From an optimization exercise on the open Yosys and OpenROAD flow, aimed at small area and a short achievable clock period; shortcuts taken in it are not production practice. RTL that was checked went through simulation tests only; none was proved equivalent to the original. The RTL of runs 1 to 3 was laid out without a check of its function.

==> flow/design.v, too long to show whole: its modules and the start of the top module <==
// module FPUFMAPipe: 260 lines
// module fma_booth_tree: 3518 lines
// module fma_cpa: 903 lines
// module fma_lzc_pairs: 198 lines
// module fma_round: 54 lines
// module fma_add: 27 lines
module FPUFMAPipe(
  input         clock,
                reset,
                io_in_valid,
                io_in_bits_ren3,
                io_in_bits_swap23,
  input  [2:0]  io_in_bits_rm,
  input  [1:0]  io_in_bits_fmaCmd,
  input  [64:0] io_in_bits_in1,
                io_in_bits_in2,
                io_in_bits_in3,
  output        io_out_valid,
  output [64:0] io_out_bits_data,
  output [4:0]  io_out_bits_exc
);
  // ...
==> flow/flow/run.sh <==
#!/bin/bash
# The standard layout (standard synthesis, floorplan, placement, CTS, routing),
# with ORFS's setup repair asked to leave extra setup slack so that it upsizes and
# buffers the slowest paths. The make output goes to flow.log, and ORFS keeps each
# step's full log under orfs/logs/.
set -uo pipefail
bash standard.sh SETUP_SLACK_MARGIN=10.8 finish > flow.log 2>&1
==> flow/standard.sh <==
#!/bin/bash
# synth_recipe.tcl (not shown) runs the flow's synth.tcl, then flattens the netlist and writes it again
# the make line also repeats each setting of config.mk as NAME=value (left out here)
make -C /OpenROAD-flow-scripts/flow DESIGN_CONFIG=/design/flow/config.mk WORK_HOME=/design/flow/orfs CLKGATE_MAP_FILE= SYNTH_SCRIPT=/design/flow/synth_recipe.tcl "${@:-finish}"
==> flow/config.mk <==
export PLATFORM = sky130hd
export DESIGN_NAME = FPUFMAPipe
export DESIGN_NICKNAME = FPUFMAPipe
export VERILOG_FILES = /design/flow/design.v
export SDC_FILE = /design/flow/constraint.sdc
export NUM_CORES = 8
export LEC_CHECK = 0
export ABC_AREA = 1
export CAP_MARGIN = 20
export CORE_MARGIN = 2
export CORE_UTILIZATION = 38
export SLEW_MARGIN = 20
==> flow/constraint.sdc <==
create_clock -name core_clock -period 16.0 [get_ports {clock}]
set_input_delay 3.2000 -clock core_clock [delete_from_list [all_inputs] [get_ports {clock}]]
set_output_delay 3.2000 -clock core_clock [all_outputs]
set_load 0.01 [all_outputs]
==> summary.md, run 1 <==
| Metric | Value |
|---|---|
| Hold Slack | `325 ps` |
| Hold Startpoint | `e0_rm[0]$_DFF_P_` |
| Most frequent cells in the layout | `2410 x nand2_1, 1614 x xor2_1, 1467 x inv_1` |
| Synth Register Bits | `752` |
| Multi-input logic area | `approximately 0.09 mm2` |
| Layout cells sized above 1 | `13.9%` |
| FILL cells | `around 29000` |
| H-Tree Depth | `3` |
| Initial Util | `a little under two fifths` |
| Clock skew | `117 ps` |
| Fmax | `186 MHz` |
| Synth Area in XOR/XNOR | `13.3%` |
| Dominant cells by area after synthesis | `fa_1 26%, dfxtp_1 13%, xor2_1 13%` |
| Outcome | `timing/DRC/antenna clean` |
| Number of sequential cells | `752` |
| Synth top area share | `25.7%` |
| Largest fanout on the critical path | `52` |
| Final std cells w/o fill | `18819` |
| CTS tree | `done` |
| Inverters | `between 1500 and 2000` |
| Most numerous cell in the Yosys netlist | `nand2_1` |
| Critical path capture point type | `flip-flop` |
| Max layer used | `met5` |
| DP HPWL | `408000 um` |
| Register Area | `0.0152 mm2` |
| GRT met1 Usage | `43.6%` |
| Rows | `199` |
==> module FPUFMAPipe, before the edit <==
module FPUFMAPipe(
  input         clock,
                reset,
                io_in_valid,
                io_in_bits_ren3,
                io_in_bits_swap23,
  input  [2:0]  io_in_bits_rm,
  input  [1:0]  io_in_bits_fmaCmd,
  input  [64:0] io_in_bits_in1,
                io_in_bits_in2,
                io_in_bits_in3,
  output        io_out_valid,
  output [64:0] io_out_bits_data,
  output [4:0]  io_out_bits_exc
);
  wire [64:0] a = io_in_bits_in1;
  wire [64:0] b = io_in_bits_swap23 ? 65'h08000000000000000 : io_in_bits_in2;
  wire [64:0] c = (io_in_bits_ren3 | io_in_bits_swap23) ? io_in_bits_in3
                  : {io_in_bits_in1[64] ^ io_in_bits_in2[64], 64'h0};
  wire zA = ~(|a[63:61]);
  wire zB = ~(|b[63:61]);
  wire zC = ~(|c[63:61]);
  wire nanA = (&a[63:62]) & a[61];
  wire nanB = (&b[63:62]) & b[61];
  wire nanC = (&c[63:62]) & c[61];
  wire infA = (&a[63:62]) & ~a[61];
  wire infB = (&b[63:62]) & ~b[61];
  wire infC = (&c[63:62]) & ~c[61];
  wire signProd = a[64] ^ b[64] ^ io_in_bits_fmaCmd[1];
  wire doSub    = signProd ^ c[64] ^ io_in_bits_fmaCmd[0];
  wire [13:0] ex = {2'h0, a[63:52]};
  wire [13:0] ey = {2'h0, b[63:52]};
  wire [13:0] ez = {2'h3, ~c[63:52]};
  wire [13:0] k1 = 14'h3839;
  wire [13:0] s1 = ex ^ ey ^ ez;
  wire [13:0] c1 = {(ex[12:0] & ey[12:0]) | (ex[12:0] & ez[12:0]) | (ey[12:0] & ez[12:0]), 1'b0};
  wire [13:0] s2 = s1 ^ c1 ^ k1;
  wire [13:0] c2 = {(s1[12:0] & c1[12:0]) | (s1[12:0] & k1[12:0]) | (c1[12:0] & k1[12:0]), 1'b0};
  wire [13:0] sNat;
  fma_add #(14, 4) addNat (.a(s2), .b(c2), .cin(1'b0), .s(sNat));
  wire [12:0] k2 = 13'h1803;
  wire [12:0] s3 = ex[12:0] ^ ey[12:0] ^ k2;
  wire [12:0] c3 = {(ex[11:0] & ey[11:0]) | (ex[11:0] & k2[11:0]) | (ey[11:0] & k2[11:0]), 1'b0};
  wire [12:0] sExpProd;
  fma_add #(13, 4) addProd (.a(s3), .b(c3), .cin(1'b0), .s(sExpProd));
  wire isSigNaNAny = nanA & ~a[51] | nanB & ~b[51] | nanC & ~c[51];
  wire isNaNAOrB   = nanA | nanB;
  wire isInfProd   = infA | infB;
  wire invalidExc  = isSigNaNAny | infA & zB | zA & infB | ~isNaNAOrB & isInfProd & infC & doSub;
  wire outIsNaN    = isNaNAOrB | nanC;
  wire isInfOut    = isInfProd | infC;
  wire addZeros    = (zA | zB) & zC;
  wire rmMin       = io_in_bits_rm == 3'h2;
  wire CDomSign    = signProd ^ doSub;
  wire signK       = isInfProd & signProd | infC & CDomSign
                     | addZeros & ~rmMin & signProd & CDomSign
                     | addZeros & rmMin & (signProd | CDomSign);
  wire signEn      = ~isInfOut & ~addZeros;
  wire [54:0] yB = {1'b0, ~zB, b[51:0], 1'b0};    
  wire [26:0] bOne, bTwo;
  wire [25:0] bNeg;
  genvar gi;
  generate
    for (gi = 0; gi < 27; gi = gi + 1) begin : booth
      wire y0 = yB[2*gi];        
      wire y1 = yB[2*gi+1];      
      wire y2 = yB[2*gi+2];      
      assign bOne[gi] = y1 ^ y0;
      assign bTwo[gi] = y2 & ~y1 & ~y0 | ~y2 & y1 & y0;
      if (gi < 26) begin : n
        assign bNeg[gi] = y2;
      end
    end
  endgenerate
  wire [52:0] sigCx = {~zC, c[51:0]} ^ {53{doSub}};
  reg         v0;
  reg  [52:0] e0_sigA;
  reg  [26:0] e0_one, e0_two;
  reg  [25:0] e0_neg;
  reg  [52:0] e0_sigCx;
  reg         e0_doSub, e0_signProd, e0_zAB, e0_zC;
  reg  [13:0] e0_sNat;
  reg  [12:0] e0_sExpProd;
  reg  [11:0] e0_expC;
  reg         e0_invalid, e0_isNaN, e0_isInf, e0_addZeros, e0_signK, e0_signEn;
  reg  [2:0]  e0_rm;
  always @(posedge clock) begin
    v0 <= io_in_valid;
    e0_sigA <= {~zA, a[51:0]};
    e0_one <= bOne;
    e0_two <= bTwo;
    e0_neg <= bNeg;
    e0_sigCx <= sigCx;
    e0_doSub <= doSub;
    e0_signProd <= signProd;
    e0_zAB <= zA | zB;
    e0_zC <= zC;
    e0_sNat <= sNat;
    e0_sExpProd <= sExpProd;
    e0_expC <= c[63:52];
    e0_invalid <= invalidExc;
    e0_isNaN <= outIsNaN;
    e0_isInf <= isInfOut;
    e0_addZeros <= addZeros;
    e0_signK <= signK;
    e0_signEn <= signEn;
    e0_rm <= io_in_bits_rm;
  end
  wire e0_isMin = e0_zAB | e0_sNat[13];
  wire e0_big = ~e0_isMin & (e0_sNat[12:0] > 13'hA0);
  wire e0_CIsDom = ~e0_zC & (e0_isMin | e0_sNat[12:0] < 13'h36);
  wire [12:0] e0_sExpSum = e0_CIsDom ? {1'h0, e0_expC} : e0_sExpProd;
  wire [7:0] e0_u = e0_sNat[7:0];
  wire [7:0] CAlignDist = e0_isMin ? 8'h0 : e0_big ? 8'hA1 : e0_u;
  wire [164:0] shC = $signed({e0_doSub, e0_sigCx, {111{e0_doSub}}}) >>> e0_u;
  wire [105:0] cadd = (e0_isMin | e0_big) ? {106{e0_doSub}} : shC[108:3];
  wire [54:0] highC = e0_isMin ? {e0_sigCx, e0_doSub, e0_doSub} : e0_big ? {55{e0_doSub}} : shC[163:109];
  wire [2:0] lowC = e0_isMin ? {3{e0_doSub}} : e0_big ? e0_sigCx[52:50] : shC[2:0];
  wire [64:0] reduced4CExtra_shift = $signed(65'sh10000000000000000 >>> CAlignDist[7:2]);
  wire [12:0] cGrp;
  genvar cg;
  generate
    for (cg = 0; cg < 13; cg = cg + 1) begin : cgrp
      assign cGrp[cg] = e0_doSub ? ~(&e0_sigCx[4*cg+3:4*cg]) : (|e0_sigCx[4*cg+3:4*cg]);
    end
  endgenerate
  wire [12:0] cGen = cGrp
                   & {reduced4CExtra_shift[24], reduced4CExtra_shift[25], reduced4CExtra_shift[26],
                      reduced4CExtra_shift[27], reduced4CExtra_shift[28], reduced4CExtra_shift[29],
                      reduced4CExtra_shift[30], reduced4CExtra_shift[31], reduced4CExtra_shift[32],
                      reduced4CExtra_shift[33], reduced4CExtra_shift[34], reduced4CExtra_shift[35],
                      reduced4CExtra_shift[36]};
  wire bit0AlignedSigC = e0_doSub ? (&lowC) & ~(|cGen) : (|lowC) | (|cGen);
  wire [106:0] tr0, tr1;
  fma_booth_tree tree (
    .a(e0_sigA), .one(e0_one), .two(e0_two), .neg(e0_neg),
    .cadd(cadd), .r0(tr0), .r1(tr1));
  reg          v1;
  reg  [106:0] e1_r0, e1_r1;
  reg  [54:0]  e1_high;
  reg          e1_bit0, e1_doSub, e1_CIsDom, e1_signProd;
  reg  [5:0]   e1_CAlignDist;
  reg  [12:0]  e1_sExpSum;
  reg          e1_invalid, e1_isNaN, e1_isInf, e1_addZeros, e1_signK, e1_signEn;
  reg  [2:0]   e1_rm;
  always @(posedge clock) begin
    if (reset) v1 <= 1'b0; else v1 <= v0;
    e1_r0 <= tr0;
    e1_r1 <= tr1;
    e1_high <= highC;
    e1_bit0 <= bit0AlignedSigC;
    e1_doSub <= e0_doSub;
    e1_CIsDom <= e0_CIsDom;
    e1_signProd <= e0_signProd;
    e1_CAlignDist <= CAlignDist[5:0];
    e1_sExpSum <= e0_sExpSum;
    e1_invalid <= e0_invalid;
    e1_isNaN <= e0_isNaN;
    e1_isInf <= e0_isInf;
    e1_addZeros <= e0_addZeros;
    e1_signK <= e0_signK;
    e1_signEn <= e0_signEn;
    e1_rm <= e0_rm;
  end
  wire [105:0] sum0, sum1;
  wire c105_0, c105_1;
  fma_cpa cpa (.x(e1_r0[105:0]), .y(e1_r1[105:0]), .sum0(sum0), .sum1(sum1),
               .cout0(c105_0), .cout1(c105_1));
  wire m106 = e1_r0[106] ^ e1_r1[106];
  wire mAR106_0 = m106 ^ c105_0;
  wire mAR106_1 = m106 ^ c105_1;
  wire [54:0] hiOnes;
  assign hiOnes[0] = 1'b1;
  genvar hi;
  generate
    for (hi = 1; hi < 55; hi = hi + 1) begin : hio
      assign hiOnes[hi] = &e1_high[hi-1:0];
    end
  endgenerate
  wire [54:0] T3 = e1_high ^ (hiOnes & {55{mAR106_0}});
  wire [1:0]  T3_1 = e1_high[1:0] ^ (hiOnes[1:0] & {2{mAR106_1}});
  wire [161:0] sigSum = {T3, sum0, e1_bit0};
  wire [107:0] CDom_absSigSum = e1_doSub ? ~sigSum[161:54] : {1'h0, e1_high[54:53], sigSum[159:55]};
  wire CDom_extraSticky = e1_doSub ? sum0[52:0] != 53'h1FFFFFFFFFFFFF : (|(sum0[53:0]));
  wire nSign = T3[2];
  wire [108:0] Y = sigSum[108:0];
  wire [108:0] Yp = e1_doSub ? (e1_bit0 ? {T3_1, sum1, 1'b0} : {T3[1:0], sum0, 1'b1}) : Y;
  wire [108:0] notCDom_abs = nSign ? ~Y : Yp;
  wire [109:0] X = e1_CIsDom ? {CDom_absSigSum, 2'b00} : {1'b0, notCDom_abs};
  wire [5:0] ndPos, ndNeg;
  wire anyPos, anyNeg;
  fma_lzc_pairs lzcP (.x({1'b0, Yp}), .nd(ndPos), .any(anyPos));
  fma_lzc_pairs lzcN (.x({1'b0, ~Y}), .nd(ndNeg), .any(anyNeg));
  wire [5:0] nd = nSign ? ndNeg : ndPos;
  wire complCanc = nSign ? ~anyNeg & ~(|notCDom_abs[1:0]) : ~anyPos & ~(|Yp[1:0]);
  wire [6:0] sh = e1_CIsDom ? {1'b0, e1_CAlignDist} : {nd, 1'b0};
  wire e1_rmMin = e1_rm == 3'h2;
  wire rawSign = e1_signK | e1_signEn & (e1_CIsDom ? e1_signProd ^ e1_doSub
                                          : complCanc ? e1_rmMin : e1_signProd ^ nSign);
  wire rawIsZero = e1_addZeros | ~e1_CIsDom & complCanc;
  reg          v2;
  reg  [109:0] e2_X;
  reg  [6:0]   e2_sh;
  reg  [12:0]  e2_sExpSum;
  reg          e2_CIsDom, e2_doSub, e2_extraSticky;
  reg          e2_invalid, e2_isNaN, e2_isInf, e2_isZero, e2_sign;
  reg  [2:0]   e2_rm;
  always @(posedge clock) begin
    if (reset) v2 <= 1'b0; else v2 <= v1;
    e2_X <= sh[6] ? {X[45:0], 64'h0} : X;    
    e2_sh <= sh;
    e2_sExpSum <= e1_sExpSum - {12'h0, e1_CIsDom & e1_doSub};
    e2_CIsDom <= e1_CIsDom;
    e2_doSub <= e1_doSub;
    e2_extraSticky <= e1_CIsDom & CDom_extraSticky;
    e2_invalid <= e1_invalid;
    e2_isNaN <= e1_isNaN;
    e2_isInf <= e1_isInf;
    e2_isZero <= rawIsZero;
    e2_sign <= rawSign;
    e2_rm <= e1_rm;
  end
  wire [109:0] xs5 = e2_sh[5] ? {e2_X[77:0], 32'h0} : e2_X;
  wire [109:0] xs4 = e2_sh[4] ? {xs5[93:0], 16'h0} : xs5;
  wire [109:0] xs3 = e2_sh[3] ? {xs4[101:0], 8'h0} : xs4;
  wire [109:0] xs2 = e2_sh[2] ? {xs3[105:0], 4'h0} : xs3;
  wire [109:0] xs1 = e2_sh[1] ? {xs2[107:0], 2'h0} : xs2;
  wire [109:0] Xs  = e2_sh[0] ? {xs1[108:0], 1'h0} : xs1;
  wire [12:0] grp = {|(e2_X[51:48]), |(e2_X[47:44]), |(e2_X[43:40]), |(e2_X[39:36]), |(e2_X[35:32]),
                     |(e2_X[31:28]), |(e2_X[27:24]), |(e2_X[23:20]), |(e2_X[19:16]), |(e2_X[15:12]),
                     |(e2_X[11:8]), |(e2_X[7:4]), |(e2_X[3:0])};
  wire [4:0] shq = {1'b0, e2_sh[5:2]};
  reg grpSticky;
  integer k;
  always @(*) begin
    grpSticky = 1'b0;
    for (k = 0; k < 13; k = k + 1)
      if ({27'h0, shq} + k <= 12) grpSticky = grpSticky | grp[k];
  end
  wire sticky = (|(Xs[54:52])) | grpSticky | e2_extraSticky;
  wire [55:0] rawSig = {Xs[109:55], sticky};
  wire [12:0] rawExp = e2_sExpSum - {6'h0, e2_sh & {7{~e2_CIsDom}}};
  wire [64:0] rOut;
  wire [4:0]  rExc;
  fma_round rnd (
    .io_invalidExc(e2_invalid), .io_in_isNaN(e2_isNaN), .io_in_isInf(e2_isInf),
    .io_in_isZero(e2_isZero), .io_in_sign(e2_sign), .io_in_sExp(rawExp), .io_in_sig(rawSig),
    .io_roundingMode(e2_rm), .io_out(rOut), .io_exceptionFlags(rExc));
  reg         v3;
  reg  [64:0] e3_data;
  reg  [4:0]  e3_exc;
  always @(posedge clock) begin
    if (reset) v3 <= 1'b0; else v3 <= v2;
    e3_data <= ({65{rOut[63:61] != 3'h7}} | 65'h1EFEFFFFFFFFFFFFF) & rOut;
    e3_exc <= rExc;
  end
  assign io_out_valid = v3;
  assign io_out_bits_data = e3_data;
  assign io_out_bits_exc = e3_exc;
endmodule
==> run 2: changes to the inputs <==
--- a/flow/design.v
+++ b/flow/design.v
@@ -159,18 +159,19 @@
     e1_isInf <= e0_isInf;
     e1_addZeros <= e0_addZeros;
     e1_signK <= e0_signK;
     e1_signEn <= e0_signEn;
     e1_rm <= e0_rm;
   end
   wire [105:0] sum0, sum1;
   wire c105_0, c105_1;
+  wire sumIsM1;    
   fma_cpa cpa (.x(e1_r0[105:0]), .y(e1_r1[105:0]), .sum0(sum0), .sum1(sum1),
-               .cout0(c105_0), .cout1(c105_1));
+               .cout0(c105_0), .cout1(c105_1), .pall(sumIsM1));
   wire m106 = e1_r0[106] ^ e1_r1[106];
   wire mAR106_0 = m106 ^ c105_0;
   wire mAR106_1 = m106 ^ c105_1;
   wire [54:0] hiOnes;
   assign hiOnes[0] = 1'b1;
   genvar hi;
   generate
     for (hi = 1; hi < 55; hi = hi + 1) begin : hio
@@ -187,17 +188,19 @@
   wire [108:0] Yp = e1_doSub ? (e1_bit0 ? {T3_1, sum1, 1'b0} : {T3[1:0], sum0, 1'b1}) : Y;
   wire [108:0] notCDom_abs = nSign ? ~Y : Yp;
   wire [109:0] X = e1_CIsDom ? {CDom_absSigSum, 2'b00} : {1'b0, notCDom_abs};
   wire [5:0] ndPos, ndNeg;
   wire anyPos, anyNeg;
   fma_lzc_pairs lzcP (.x({1'b0, Yp}), .nd(ndPos), .any(anyPos));
   fma_lzc_pairs lzcN (.x({1'b0, ~Y}), .nd(ndNeg), .any(anyNeg));
   wire [5:0] nd = nSign ? ndNeg : ndPos;
-  wire complCanc = nSign ? ~anyNeg & ~(|notCDom_abs[1:0]) : ~anyPos & ~(|Yp[1:0]);
+  wire t3IsM1 = (e1_high[1:0] == 2'h3) & ~m106 | (e1_high[1:0] == 2'h2) & m106;
+  wire signM1 = e1_high[2] ^ (e1_high[1] & e1_high[0] & m106);
+  wire complCanc = e1_bit0 & sumIsM1 & t3IsM1 & (signM1 | e1_doSub);
   wire [6:0] sh = e1_CIsDom ? {1'b0, e1_CAlignDist} : {nd, 1'b0};
   wire e1_rmMin = e1_rm == 3'h2;
   wire rawSign = e1_signK | e1_signEn & (e1_CIsDom ? e1_signProd ^ e1_doSub
                                           : complCanc ? e1_rmMin : e1_signProd ^ nSign);
   wire rawIsZero = e1_addZeros | ~e1_CIsDom & complCanc;
   reg          v2;
   reg  [109:0] e2_X;
   reg  [6:0]   e2_sh;
@@ -3777,17 +3780,18 @@
   assign r1[106] = c3014;
 endmodule
 module fma_cpa(
   input [105:0] x,
   input [105:0] y,
   output [105:0] sum0,
   output [105:0] sum1,
   output cout0,
-  output cout1
+  output cout1,
+  output pall
 );
   wire [105:0] g0 = x & y;
   wire [105:0] p0 = x ^ y;
   wire G0_1 = g0[1] | (p0[1] & g0[0]);
   wire P0_1 = p0[1] & p0[0];
   wire G0_3 = g0[3] | (p0[3] & g0[2]);
   wire P0_3 = p0[3] & p0[2];
   wire G0_5 = g0[5] | (p0[5] & g0[4]);
@@ -4673,16 +4677,17 @@
   assign sum0[103] = p0[103] ^ G6_102;
   assign sum1[103] = p0[103] ^ (G6_102 | P6_102);
   assign sum0[104] = p0[104] ^ G6_103;
   assign sum1[104] = p0[104] ^ (G6_103 | P6_103);
   assign sum0[105] = p0[105] ^ G6_104;
   assign sum1[105] = p0[105] ^ (G6_104 | P6_104);
   assign cout0 = G6_105;
   assign cout1 = G6_105 | P6_105;
+  assign pall = P6_105;
 endmodule
 module fma_lzc_pairs(
   input [109:0] x,
   output [5:0] nd,
   output any
 );
   wire [63:0] v;
   assign v[0] = x[109] | x[108];
==> summary.md, run 2 <==
| Metric | Value |
|---|---|
| Pin count of the biggest net entering global routing | `73` |
| Clock skew | `95.8 ps (-21.0 ps)` |
| WL/cell | `approximately 33 um` |
| Layout area overhead | `19.9%` |
| Hold Violations, Final | `0` |
| Num CTS Buffers | `99` |
| Synth top area share | `25.6% (-0.041 points)` |
| Buf+Inv Stages, Crit Path | `3` |
| Gr ovfl total | `0` |
| Util after Layout | `between 40% and 50%` |
| Synth Register Bits | `752 (unchanged)` |
| MaxCap Viol Count | `0` |
| Layout cells sized above 1 | `13.2% (-0.65 points)` |
| Synth unique cells | `78` |
| Chip Height | `547 um` |
| Die X | `547 um` |
| Area leader, netlist | `fa_1` |
| CP max stage cell | `fa_2` |
| Post-synthesis sequential area ratio | `13.4%` |
| Most common cell after layout, fill and taps aside | `nand2_1` |
| CP startpoint kind | `flip-flop` |
| Number of port buffers | `between 200 and 300` |
| Critical Path RT | `16710 ps` |
| Initial Util | `38.2% (about the same)` |
| Hold Slack | `325 ps (+0.412 ps)` |
| Post-place setup slack | `7960 ps` |
| CP peak stage delay | `~750 ps` |
| WP data arrival | `6090 ps` |
| Fraction of registers with async set/reset | `0%` |
| Setup TNS Final | `0 ps` |
| Root Buffer | `clkbuf_16` |
| EDFF count, synth | `0` |
| Top reg by flops | `e2_X` |
| Worst path most repeated cell | `nand2_1` |
| Clock Pin Slew Worst Setup and Hold Paths | `60 ps` |
| Largest registers | `e2_X x110, e1_r0 x107, e1_r1 x107` |
| Die area | `0.299 mm2` |
| DRT Wirelength | `622000 um` |
| Critical path capture point type | `flip-flop` |
| Tightest Pin Transition | `1380 ps` |
| Rows | `199 (unchanged)` |
| Outcome | `timing/DRC/antenna clean` |
| Hold Path Class | `flip-flop to flip-flop` |
| CTS tree | `done` |
| Pins Over Slew Limit | `0` |
| Drt first pass iters | `31` |
| Global placement routability congestion | `1.06` |
| RSZ-0062 raised after global routing | `yes` |
| Initial antenna violation count | `27` |
| Fmax | `186 MHz (+0.11%)` |
| Fin nets | `approximately 17000` |
| GRT Overall Usage | `38.8%` |
| Number of synthesis warnings | `3` |
| Mapped Nets | `16799` |
| Clk latency of the worst-skew pair | `roughly 900 ps` |
| Cells after synthesis | `14888` |
| Synthesized area | `0.112 mm2` |
| Worst-path cell chain | `buf_12 -> clkbuf_16 -> nand2_1 -> o21ai_1 -> mux2i_1 -> nand2_1 -> nand2_1 -> nand2_1 -> o21ai_1 -> o21ai_1 -> mux2i_2 -> nand2_1 -> a31oi_4 -> fa_2 -> fa_2 -> fa_1 -> fa_2 -> inv_1` |
| Synth Flop Type | `dfxtp_1` |
| Vias in the first global route | `113309` |
| Dominant cells by area after synthesis | `fa_1 26%, dfxtp_1 13%, xor2_1 12%` |
| Commonest cells post-synth | `2562 x nand2_1, 1598 x xor2_1, 1584 x inv_1` |
| Clock Sinks | `752` |
| Core box area | `0.294 mm2` |
| Via-per-instance ratio | `6.28` |
| Number of flip-flops in the largest register | `110` |
| Slew Limit Headroom | `7.88%` |
| Crit Path Category | `flip-flop to flip-flop` |
| Initial DRC Count | `19083` |
| Avg Inst Size Synth | `7.53 um2` |
| FILL cells | `29330 (+0.99%)` |
| Most frequent cells in the layout | `2469 x nand2_1, 1570 x xor2_1, 1532 x inv_1` |
| Largest fanout on the critical path | `27 (-48%)` |
| Clk buf depth | `4` |
| Setup ws final | `10620 ps` |
| First-pass GRT wire length | `837000 um` |
| Detail Route Antenna Nets | `0` |
| H-Tree Depth | `3 (unchanged)` |
| # DRC | `0` |
| Period utilization | `approximately a third` |
| Final period demand of the worst path | `~5400 ps` |
| Routed vias | `between 100k and 150k` |
| Boundary Pins | `276` |
| DP HPWL | `419000 um (+2.8%)` |
| Most numerous cell in the Yosys netlist | `nand2_1` |
| CP top delay family | `adder cells` |
| # setup viols final | `0` |
-- run 2: cell types whose count changed after synthesis, moves of 22 or more --
cell and delta:
xor2_1 -40, a21oi_1 -46, a31oi_1 -37, or2_2 -28
inv_1 +62, nand2_1 +43, o211ai_1 -55, nand3_1 +89
clkbuf_1 -22, o21ai_0 +104
-- run 2: repair_timing --
item	in CTS	in global routing
gates resized for setup	1137	920
setup buffers	114	188
hold buffers	0	0
setup endpoints to repair	436	331
pin swaps	102	255
cloned	56	73
endpoints found under the hold margin	0	0
-- run 2: area by class of cell --
| type | count | area [um2] | area share, % |
|---|---|---|---|
| Tap cell | 3919 | 4900 | 3.65 |
| Antenna cell | 83 | 208 | 0.154 |
| Timing Repair Buffer | 991 | 13300 | 9.90 |
| Clock inverter | 45 | 597 | 0.444 |
| Clock buffer | 132 | 2830 | 2.11 |
| Timing Repair inverter | 16 | 148 | 0.110 |
| Inverter | 1772 | 7410 | 5.51 |
| Sequential cell | 752 | 15200 | 11.3 |
| Multi-Input combinational cell | 11278 | 89900 | 66.8 |
-- run 2: metrics by stage --
stage               cells  instance area, um2
global placement    18296              118000
CTS                 18644              128000
detailed placement  18297              118000
floorplan           14888              112000
finish              18988              134000
global route        18975              134000
-- run 2: worst register-to-register path: cells and delay by family, from the launching register on --
family	cells	cell delay (ps)
fa+ha+maj	4	2220
compound gates	4	1040
simple gates	5	620
mux	2	560
buf+inv	3	440
flops	1	350
-- run 2: final timing paths --
kind	cells after the start	slack, ps	from	endpoint
max	18	10620	e0_sNat[0]$_DFF_P_	e1_r0[47]$_DFF_P_
min	0	330	e0_rm[2]$_DFF_P_	e1_rm[2]$_DFF_P_
max reg2reg	18	10620	e0_sNat[0]$_DFF_P_	e1_r0[47]$_DFF_P_
min reg2reg	0	330	e0_rm[2]$_DFF_P_	e1_rm[2]$_DFF_P_
-- run 2: kinds of logic (layout without fill, tap and decap cells) --
| logic type | count (synthesis) | in the layout | synth area share, % |
|---|---|---|---|
| AOI/OAI and AO/OA | 2942 | 2942 | 15.5 |
| buffers and inverters | 2871 | 2956 | 9.95 |
| other | 1 | 84 | 0.00334 |
| adders and majority gates | 1706 | 1706 | 28.6 |
| and+or+nand+nor | 4851 | 4864 | 18.6 |
| muxes | 108 | 108 | 0.964 |
| xor gates and xnor gates | 1657 | 1657 | 13.0 |
| DFF | 752 | 752 | 13.4 |
-- run 2: metal layers --
layer | global-route usage [%] | vias to the layer above | routed length (um)
met4 | 31.4 | 40 | 71300
li1 | - | 49063 | -
met3 | 16.2 | 3279 | 92400
met1 | 44.6 | 56865 | 210000
met2 | 56.0 | 10000 | 248000
met5 | 2.15 | - | 1420
==> run 3: changes to the inputs <==
--- a/flow/design.v
+++ b/flow/design.v
@@ -138,3 +138,5 @@
   reg          v1;
-  reg  [106:0] e1_r0, e1_r1;
+  reg  [106:0] e1_r0n, e1_r1n;    
+  wire [106:0] e1_r0 = ~e1_r0n;
+  wire [106:0] e1_r1 = ~e1_r1n;
   reg  [54:0]  e1_high;
@@ -147,4 +149,4 @@
     if (reset) v1 <= 1'b0; else v1 <= v0;
-    e1_r0 <= tr0;
-    e1_r1 <= tr1;
+    e1_r0n <= ~tr0;
+    e1_r1n <= ~tr1;
     e1_high <= highC;
==> summary.md, run 3 <==
| Metric | Value |
|---|---|
| CP peak stage delay | `1040 ps (+290 ps)` |
| Global placement routability congestion | `1.07 (+1.1%)` |
| Largest fanout on the critical path | `7 (-74%)` |
| Clk buf depth | `4 (unchanged)` |
| Layout cells sized above 1 | `13.3% (+0.047 points)` |
| Mapped Nets | `16657 (-0.85%)` |
| Die X | `547 um (about the same)` |
| Via-per-instance ratio | `6.23 (-0.72%)` |
| Synthesized area | `0.112 mm2 (-0.15%)` |
| # setup viols final | `0 (unchanged)` |
| Routed vias | `117063 (-1.8%)` |
| Hold Startpoint | `e0_rm[1]$_DFF_P_` |
| Num CTS Buffers | `99 (unchanged)` |
| Critical Path RT | `16670 ps (-40 ps)` |
| # DRC | `0 (unchanged)` |
| Die area | `0.299 mm2 (-0.15%)` |
| Detail Route Antenna Nets | `0 (unchanged)` |
| Critical path capture point type | `flip-flop` |
| DRT Wirelength | `604000 um (-3.0%)` |
| Hold Buf Count CTS | `0 (unchanged)` |
| Initial Util | `38.1% (about the same)` |
| Post-synthesis sequential area ratio | `13.4% (+0.020 points)` |
| Dominant cells by area after synthesis | `fa_1 26%, dfxtp_1 13%, xor2_1 12%` |
| Pins Over Slew Limit | `0 (unchanged)` |
| Synth Register Bits | `752 (unchanged)` |
| Outcome | `timing/DRC/antenna clean` |
| Commonest cells post-synth | `2508 x nand2_1, 1583 x xor2_1, 1555 x inv_1` |
| Vias in the first global route | `111596 (-1.5%)` |
| Number of port buffers | `274 (unchanged)` |
| Clock skew | `86.8 ps (-9.01 ps)` |
| Most numerous cell in the Yosys netlist | `nand2_1` |
| Clk latency of the worst-skew pair | `900 ps (-20 ps)` |
| Crit Path Category | `flip-flop to flip-flop` |
| Gr ovfl total | `0 (unchanged)` |
| Cells after synthesis | `14746 (-0.95%)` |
| CTS tree | `done` |
| Initial antenna violation count | `34 (+26%)` |
| Number of flip-flops in the largest register | `110 (unchanged)` |
| DP HPWL | `414000 um (-1.2%)` |
| Chip Height | `547 um (about the same)` |
| Final period demand of the worst path | `5490 ps (+115 ps)` |
| Slew Limit Headroom | `9.90% (+2.0 points)` |
| Hold Slack | `322 ps (-3.29 ps)` |
| Most common cell after layout, fill and taps aside | `nand2_1` |
| WP data arrival | `6160 ps (+70 ps)` |
| Clock Pin Slew Worst Setup and Hold Paths | `60 ps (about the same)` |
| First-pass GRT wire length | `824000 um (-1.5%)` |
| MaxCap Viol Count | `0 (unchanged)` |
| Fin nets | `16639 (-1.1%)` |
| Number of synthesis warnings | `3 (unchanged)` |
| Synth top area share | `25.7% (+0.039 points)` |
| Placed standard-cell area | `0.118 mm2 (-0.22%)` |
| Area leader, netlist | `fa_1` |
| GRT Overall Usage | `38.0% (-0.71 points)` |
| Boundary Pins | `276 (unchanged)` |
| Synth unique cells | `78 (unchanged)` |
| H-Tree Depth | `3 (unchanged)` |
| WL/cell | `32.1 um (-1.9%)` |
| Avg Inst Size Synth | `7.59 um2 (+0.81%)` |
| Fraction of registers with async set/reset | `0% (unchanged)` |
| Crit path from | `e0_sNat[0]$_DFF_P_` |
| Largest registers | `e2_X x110, e1_r0n x107, e1_r1n x107` |
| Pin count of the biggest net entering global routing | `88 (+21%)` |
| Core box area | `0.294 mm2 (about the same)` |
| Layout area overhead | `18.5%` |
| Clock Sinks | `752 (unchanged)` |
| Hold Path Class | `flip-flop to flip-flop` |
| Drt first pass iters | `17 (-45%)` |
| Period utilization | `34.3% (+0.72 points)` |
| Synth Flop Type | `dfxtp_1` |
| Most frequent cells in the layout | `2406 x nand2_1, 1568 x xor2_1, 1503 x inv_1` |
| Rows | `199 (unchanged)` |
| Top reg by flops | `e2_X` |
| Fmax | `182 MHz (-2.1%)` |
| CP max stage cell | `o31ai_4` |
| Initial DRC Count | `17265 (-9.5%)` |
| Hold Violations, Final | `0 (unchanged)` |
| Root Buffer | `clkbuf_16` |
| RR Startpoint | `e0_sNat[0]$_DFF_P_` |
| Tightest Pin Transition | `1350 ps (-36.2 ps)` |
| CP startpoint kind | `flip-flop` |
| FILL cells | `29392 (+0.21%)` |
| RSZ-0062 raised after global routing | `yes` |
| Worst path most repeated cell | `fa_2` |
| Setup TNS Final | `0 ps (unchanged)` |
| Design area | `0.133 mm2 (-1.4%)` |
| EDFF count, synth | `0 (unchanged)` |
| Worst-path cell chain | `buf_12 -> buf_12 -> clkbuf_16 -> o21ai_1 -> mux2i_2 -> mux2i_2 -> mux2i_1 -> o21ai_2 -> mux2i_1 -> a21oi_2 -> o31ai_4 -> fa_1 -> fa_2 -> fa_2 -> fa_2` |
[run 3: cell count changes in the layout (fill, tap and decap cells not counted), moves of 27 or more]
cell / delta
inv_1: -29
o22ai_2: -41
o22ai_1: +50
nand3_1: -32
inv_2: -31
a22oi_1: +31
o21ai_0: -121
o21ai_1: -36
diode_2: -31
o21ai_2: +27
clkbuf_16: -28
nand2_1: -63
[run 3: area by class of cell]
type / count / area, um2 / share of cell area (%)
multi-input combinational: 11206 / 90100 / 67.9
sequential: 752 / 15200 / 11.4
timing repair buffer: 936 / 11700 / 8.83
inverter: 1721 / 7170 / 5.41
tap: 3919 / 4900 / 3.70
clock buffer: 121 / 2660 / 2.01
clock inverter: 57 / 647 / 0.488
antenna: 52 / 130 / 0.0981
timing repair inverter: 12 / 95.1 / 0.0717
[run 3: per-stage QoR]
stage / cells / setup WS [ps] / util [%]
finish: 18776 / 10510 / 45.2
global route: 18760 / 10530 / 45.2
CTS: 18516 / 10730 / 43.2
detailed placement: 18154 / 8780 / 40.1
global placement: 18154 / 8780 / 40.1
floorplan: 14746 / 9940 / -
[run 3: path summary, 6_finish.rpt]
path | endpoint | slack [ps] | depth (start not counted)
max | e1_r0n[31]$_DFF_P_ | 10510 | 15
min | e1_rm[1]$_DFF_P_ | 320 | 0
max reg2reg | e1_r0n[31]$_DFF_P_ | 10510 | 15
min reg2reg | e1_rm[1]$_DFF_P_ | 320 | 0
[run 3: kinds of logic after synthesis]
group / after synthesis / share of synthesized area (%)
simple gates: 4792 / 18.4
fa+ha+maj: 1706 / 28.7
mux: 106 / 0.948
xor+xnor: 1638 / 12.8
compound gates: 2940 / 15.8
buf+inv: 2811 / 9.82
other cells: 1 / 0.00335
flops: 752 / 13.4
[run 3: worst max-delay path: cells and delay by family, from the launching register on]
family / cells / cell delay (ps)
buffers and inverters: 3 / 540
DFF: 1 / 350
AOI/OAI and AO/OA: 4 / 1400
adders and majority gates: 4 / 2000
muxes: 4 / 950
[run 3: per-layer routing]
| metal | vias up | track usage, % | part of all wire [%] |
|---|---|---|---|
| li1 | 48581 | - | - |
| met1 | 55924 | 44.0 | 34 |
| met2 | 9577 | 55.1 | 40 |
| met3 | 2931 | 15.9 | 15 |
| met4 | 50 | 30.0 | 11 |
| met5 | - | 1.79 | 0.16 |
[run 3: timing repair]
item,CTS,global route
gates cloned,52,46
pin swaps,119,213
buffers inserted,132,161
setup endpoints to repair,438,375
gates resized for setup,1064,872
==> run 4: changes to the inputs <==
--- a/flow/design.v
+++ b/flow/design.v
@@ -138,5 +138,3 @@
   reg          v1;
-  reg  [106:0] e1_r0n, e1_r1n;    
-  wire [106:0] e1_r0 = ~e1_r0n;
-  wire [106:0] e1_r1 = ~e1_r1n;
+  reg  [106:0] e1_r0, e1_r1;
   reg  [54:0]  e1_high;
@@ -149,4 +147,4 @@
     if (reset) v1 <= 1'b0; else v1 <= v0;
-    e1_r0n <= ~tr0;
-    e1_r1n <= ~tr1;
+    e1_r0 <= tr0;
+    e1_r1 <= tr1;
     e1_high <= highC;
@@ -214,3 +212,3 @@
     if (reset) v2 <= 1'b0; else v2 <= v1;
-    e2_X <= sh[6] ? {X[45:0], 64'h0} : X;    
+    e2_X <= X;
     e2_sh <= sh;
@@ -227,3 +225,4 @@
   end
-  wire [109:0] xs5 = e2_sh[5] ? {e2_X[77:0], 32'h0} : e2_X;
+  wire [109:0] xs6 = e2_sh[6] ? {e2_X[45:0], 64'h0} : e2_X;
+  wire [109:0] xs5 = e2_sh[5] ? {xs6[77:0], 32'h0} : xs6;
   wire [109:0] xs4 = e2_sh[4] ? {xs5[93:0], 16'h0} : xs5;
@@ -236,3 +235,3 @@
                      |(e2_X[11:8]), |(e2_X[7:4]), |(e2_X[3:0])};
-  wire [4:0] shq = {1'b0, e2_sh[5:2]};
+  wire [4:0] shq = e2_sh[6:2];
   reg grpSticky;
==> summary.md, run 4 <==
| Metric | Value |
|---|---|
| Outcome | `stopped before the end` |
| Fail Step | `5_1_grt` |
| Run Error | `[ERROR GRT-0232] Routing congestion too high. Check the congestion heatmap in the GUI.` |
| Post-Synth Adder-Cell Area | `28.9% (+0.23 points)` |
| Commonest cells post-synth | `2324 x nand2_1, 1635 x xor2_1, 1472 x inv_1` |
| Root Buffer | `clkbuf_16` |
| Clock Sinks | `752 (unchanged)` |
| Synth Flop Type | `dfxtp_1` |
| Synth top area share | `25.9% (+0.22 points)` |
| Placed standard-cell area | `0.117 mm2 (-0.34%)` |
| Rows | `198 (-0.50%)` |
| Global placement routability congestion | `1.04 (-2.8%)` |
| Synth Area in Compound Gates | `16.0% (+0.14 points)` |
| Fraction of registers with async set/reset | `0% (unchanged)` |
| Die X | `544 um (-0.42%)` |
| Chip Height | `544 um (-0.42%)` |
| Most numerous cell in the Yosys netlist | `nand2_1` |
| Number of port buffers | `274 (unchanged)` |
| Number of synthesis warnings | `3 (unchanged)` |
| Synth unique cells | `72 (-7.7%)` |
| Largest family of logic cells by synthesized area | `adder cells` |
| Synthesized area | `0.111 mm2 (-0.84%)` |
| Post-synthesis sequential area ratio | `13.6% (+0.11 points)` |
| Num CTS Buffers | `96 (-3.0%)` |
| Initial Util | `38.2% (about the same)` |
| EDFF count, synth | `0 (unchanged)` |
| Post-synthesis simple-gate area fraction | `17.8% (-0.66 points)` |
| Dominant cells by area after synthesis | `fa_1 26%, dfxtp_1 14%, xor2_1 13%` |
| Cells after synthesis | `14584 (-1.1%)` |
| Mux cell area share after synthesis | `0.911% (-0.037 points)` |
| Boundary Pins | `276 (unchanged)` |
| Post-place setup slack | `8270 ps (-512 ps)` |
| Synth Area in XOR/XNOR | `13.3% (+0.51 points)` |
| H-Tree Depth | `3 (unchanged)` |
| DP HPWL | `437000 um (+5.4%)` |
| Avg Inst Size Synth | `7.61 um2 (+0.26%)` |
| Clk buf depth | `4 (unchanged)` |
| Pin count of the biggest net entering global routing | `90` |
| Hold Buf Count CTS | `0 (unchanged)` |
| Mapped Nets | `16494 (-0.98%)` |
| Synth Register Bits | `752 (unchanged)` |
| Area leader, netlist | `fa_1` |
-- run 4: cell families after synthesis --
group	after synthesis
compound gates	2969
other cells	1
xor+xnor	1691
fa+ha+maj	1705
mux	101
simple gates	4606
buf+inv	2759
flops	752
-- run 4: worst max path at each step --
stage                        start                   to  slack (ps)  depth (start not counted)
3_3_place_gp   e2_sh[0]$_SDFF_PN0_  e3_data[62]$_DFF_P_        8360                         34
4_1_cts         e0_sNat[0]$_DFF_P_    e1_r0[78]$_DFF_P_       10580                         15
3_5_place_dp   e2_sh[0]$_SDFF_PN0_  e3_data[62]$_DFF_P_        8270                         34
2_1_floorplan      io_in_bits_ren3  e0_sNat[12]$_DFF_P_        9960                         17
-- run 4: per-stage QoR --
stage | utilization [%] | hold slack (ps) | cells
after CTS | 44.1 | 326 | 18395
after detailed placement | 40.3 | 312 | 18002
after global placement | 40.3 | 310 | 17998
after floorplan | - | 310 | 14584
-- run 4: timing repair --
action | in CTS
buffers inserted | 154
gates cloned | 69
gates resized for setup | 1214
endpoints found under the setup margin | 435
pin swaps | 138
==> run 5: changes to the inputs <==
--- a/flow/flow/run.sh
+++ b/flow/flow/run.sh
@@ -6,2 +6,2 @@
 set -uo pipefail
-bash standard.sh SETUP_SLACK_MARGIN=10.8 finish > flow.log 2>&1
+bash standard.sh SETUP_SLACK_MARGIN=10.65 finish > flow.log 2>&1
==> summary.md, run 5 <==
| Metric | Value |
|---|---|
| Clk buf depth | `4 (unchanged)` |
| Number of flip-flops in the largest register | `110` |
| Hold Slack | `approximately 330 ps` |
| Pin count of the biggest net entering global routing | `90` |
| Crit Path Category | `flip-flop to flip-flop` |
| CP startpoint kind | `flip-flop` |
| CTS tree | `done` |
| Global placement routability congestion | `1.08 (+3.7%)` |
| Synth unique cells | `72 (unchanged)` |
| Routed vias | `117476` |
| CP peak stage delay | `roughly 820 ps` |
| CP max stage cell | `a211oi_4` |
| Tightest Pin Transition | `1350 ps` |
| Util after Layout | `44.4%` |
| Critical path capture point type | `flip-flop` |
| Fraction of registers with async set/reset | `0% (unchanged)` |
| Fmax | `185 MHz` |
| Most numerous cell in the Yosys netlist | `nand2_1` |
| MaxCap Viol Count | `0` |
| Clock Sinks | `752 (unchanged)` |
| Die area | `0.296 mm2` |
| GRT Overall Usage | `39.1%` |
| Layout area overhead | `16.3%` |
| Initial antenna violation count | `33` |
| WP data arrival | `6110 ps` |
| Core box area | `0.291 mm2` |
| Number of synthesis warnings | `3 (unchanged)` |
| Die X | `544 um (unchanged)` |
| Post-synthesis sequential area ratio | `13.6% (unchanged)` |
| Buf+Inv Stages, Crit Path | `8` |
| Synth Register Bits | `752 (unchanged)` |
| DP HPWL | `425000 um (-2.8%)` |
| Vias in the first global route | `113386` |
| Boundary Pins | `276 (unchanged)` |
| Final std cells w/o fill | `18480` |
| CP top delay family | `adder cells` |
| EDFF count, synth | `0 (unchanged)` |
| Final period demand of the worst path | `between 5000 and 6000 ps` |
| Slew Limit Headroom | `approximately 9.9%` |
| Synth Flop Type | `dfxtp_1` |
| Dominant cells by area after synthesis | `fa_1 26%, dfxtp_1 14%, xor2_1 13%` |
| Hold Path Class | `flip-flop to flip-flop` |
| Commonest cells post-synth | `2324 x nand2_1, 1635 x xor2_1, 1472 x inv_1` |
| Hold Violations, Final | `0` |
| # DRC | `0` |
| Initial DRC Count | `17818` |
| Root Buffer | `clkbuf_16` |
| Clock Pin Slew Worst Setup and Hold Paths | `approximately 60 ps` |
| Area leader, netlist | `fa_1` |
| Drt first pass iters | `14` |
| Most common cell after layout, fill and taps aside | `nand2_1` |
| # setup viols final | `0` |
| Period utilization | `between 30% and 40%` |
| Fin nets | `16399` |
| Mapped Nets | `16494 (unchanged)` |
| Largest fanout on the critical path | `12` |
| Number of port buffers | `274 (unchanged)` |
| Pins Over Slew Limit | `0` |
| First-pass GRT wire length | `around 830000 um` |
| Setup TNS Final | `0 ps` |
| Cells after synthesis | `14584 (unchanged)` |
| WL/cell | `33.0 um` |
| Synthesized area | `0.111 mm2 (unchanged)` |
| Top reg by flops | `e2_X` |
| Largest registers | `e2_X x110, e1_r0 x107, e1_r1 x107` |
| Avg Inst Size Synth | `7.61 um2 (unchanged)` |
| Chip Height | `544 um (unchanged)` |
| RSZ-0062 raised after global routing | `yes` |
| Dpl cells | `17987 (-0.083%)` |
| Worst-path cell chain | `buf_12 -> inv_4 -> buf_12 -> nand4_1 -> a21oi_2 -> o21a_1 -> nand2_1 -> buf_12 -> clkinvlp_4 -> buf_12 -> nand2_8 -> clkinv_8 -> a211oi_4 -> fa_1 -> fa_1 -> fa_1 -> fa_1 -> inv_1` |
| Num CTS Buffers | `95 (-1.0%)` |
| FILL cells | `29370` |
| Outcome | `timing/DRC/antenna clean` |
| Via-per-instance ratio | `6.36` |
| Layout cells sized above 1 | `10.8%` |
| Detail Route Antenna Nets | `0` |
| Synth top area share | `25.9% (unchanged)` |
| Clock skew | `roughly 73 ps` |
| Critical Path RT | `between 15000 and 20000 ps` |
| DRT Wirelength | `610000 um` |
| Initial Util | `38.2% (unchanged)` |
| Rows | `198 (unchanged)` |
| Most frequent cells in the layout | `2258 x nand2_1, 1621 x xor2_1, 1438 x inv_1` |
| H-Tree Depth | `3 (unchanged)` |
| Clk latency of the worst-skew pair | `890 ps` |
| Gr ovfl total | `0` |
[run 5: final timing paths]
kind | cells past startpoint | slack [ps] | from | end
worst min-delay path | 0 | 330 | e0_isNaN$_DFF_P_ | e1_isNaN$_DFF_P_
worst max register to register | 18 | 10590 | e0_sNat[2]$_DFF_P_ | e1_r0[80]$_DFF_P_
worst max-delay path | 18 | 10590 | e0_sNat[2]$_DFF_P_ | e1_r0[80]$_DFF_P_
worst min register to register | 0 | 330 | e0_isNaN$_DFF_P_ | e1_isNaN$_DFF_P_
[run 5: worst reg2reg max path: cells and delay by family (launching register included)]
kind            cells  cell delay, ps
buf+inv             8            1170
fa+ha+maj           4            2190
flops               1             410
compound gates      3            1110
simple gates        3             360
[run 5: through the flow]
step / worst slack (ps) / instance area [um2]
after global routing: 10460 / 129000
final: 10590 / 129000
after detailed placement: 8340 / 117000
after floorplan: 9960 / 111000
after CTS: 10580 / 124000
after global placement: 8310 / 117000
[run 5: repair_timing]
action,4_1_cts,5_1_grt
resized for setup,777,648
gates cloned,23,47
setup endpoints to repair,376,305
setup buffers,82,153
pin swaps,73,130
hold buffers,0,0
[run 5: kinds of logic after synthesis]
| group | Yosys count | share of synthesized area [%] |
|---|---|---|
| simple gates | 4606 | 17.8 |
| compound gates | 2969 | 16.0 |
| xor+xnor | 1691 | 13.3 |
| buf+inv | 2759 | 9.51 |
| fa+ha+maj | 1705 | 28.9 |
| flops | 752 | 13.6 |
| mux | 101 | 0.911 |
| other cells | 1 | 0.00338 |
[run 5: metal layers]
layer	vias up	share of wire (%)	track usage, %
met5	-	0.16	2.35
met3	3195	14	15.3
met1	55924	34	44.7
met2	10236	40	56.8
li1	48085	-	-
met4	36	11	33.6
[run 5: cell type report]
| type | count | area, um2 | share of cell area, % |
|---|---|---|---|
| multi-input combinational | 11086 | 88100 | 68.2 |
| sequential | 752 | 15200 | 11.8 |
| timing repair buffer | 887 | 10600 | 8.22 |
| inverter | 1660 | 6840 | 5.30 |
| tap | 3900 | 4880 | 3.78 |
| clock buffer | 111 | 2550 | 1.98 |
| clock inverter | 55 | 816 | 0.632 |
| antenna | 22 | 55.1 | 0.0427 |
| timing repair inverter | 7 | 53.8 | 0.0417 |

## what the ideal ports hide
Ports are ideal in the flow. The routed layouts listed here were re-timed in OpenROAD. Step 1 (the two cells are an assumption about what drives the block):
set clk [get_ports {clock}]
set_driving_cell -lib_cell sky130_fd_sc_hd__clkbuf_16 $clk
set_driving_cell -lib_cell sky130_fd_sc_hd__buf_2 [delete_from_list [all_inputs] $clk]
Step 2 times the ports against the registers' clock, not the clock port: input delays grow and output delays shrink by t, the midpoint of the rising clock arrivals with the driver on. Slacks: ideal ports / drivers / drivers and shift; pairs: ideal ports / drivers.
run | t, ns | slack for setup (ns) | hold WS [ns]
run 1 | 0.966 | 10.618 / 10.618 / 9.787 | 0.325 / 0.325 / 0.325
run 2 | 0.960 | 10.624 / 10.624 / 9.719 | 0.325 / 0.325 / 0.325
run 3 | 0.962 | 10.509 / 10.509 / 9.742 | 0.322 / 0.322 / 0.322
run 5 | 0.963 | 10.595 / 10.595 / 9.689 | 0.325 / 0.325 / 0.325
After both steps setup and hold are still met in every run listed. For run 5, which loses most, drivers alone change the setup slack by 0.000 ns; drivers and shift together by -0.906 ns.
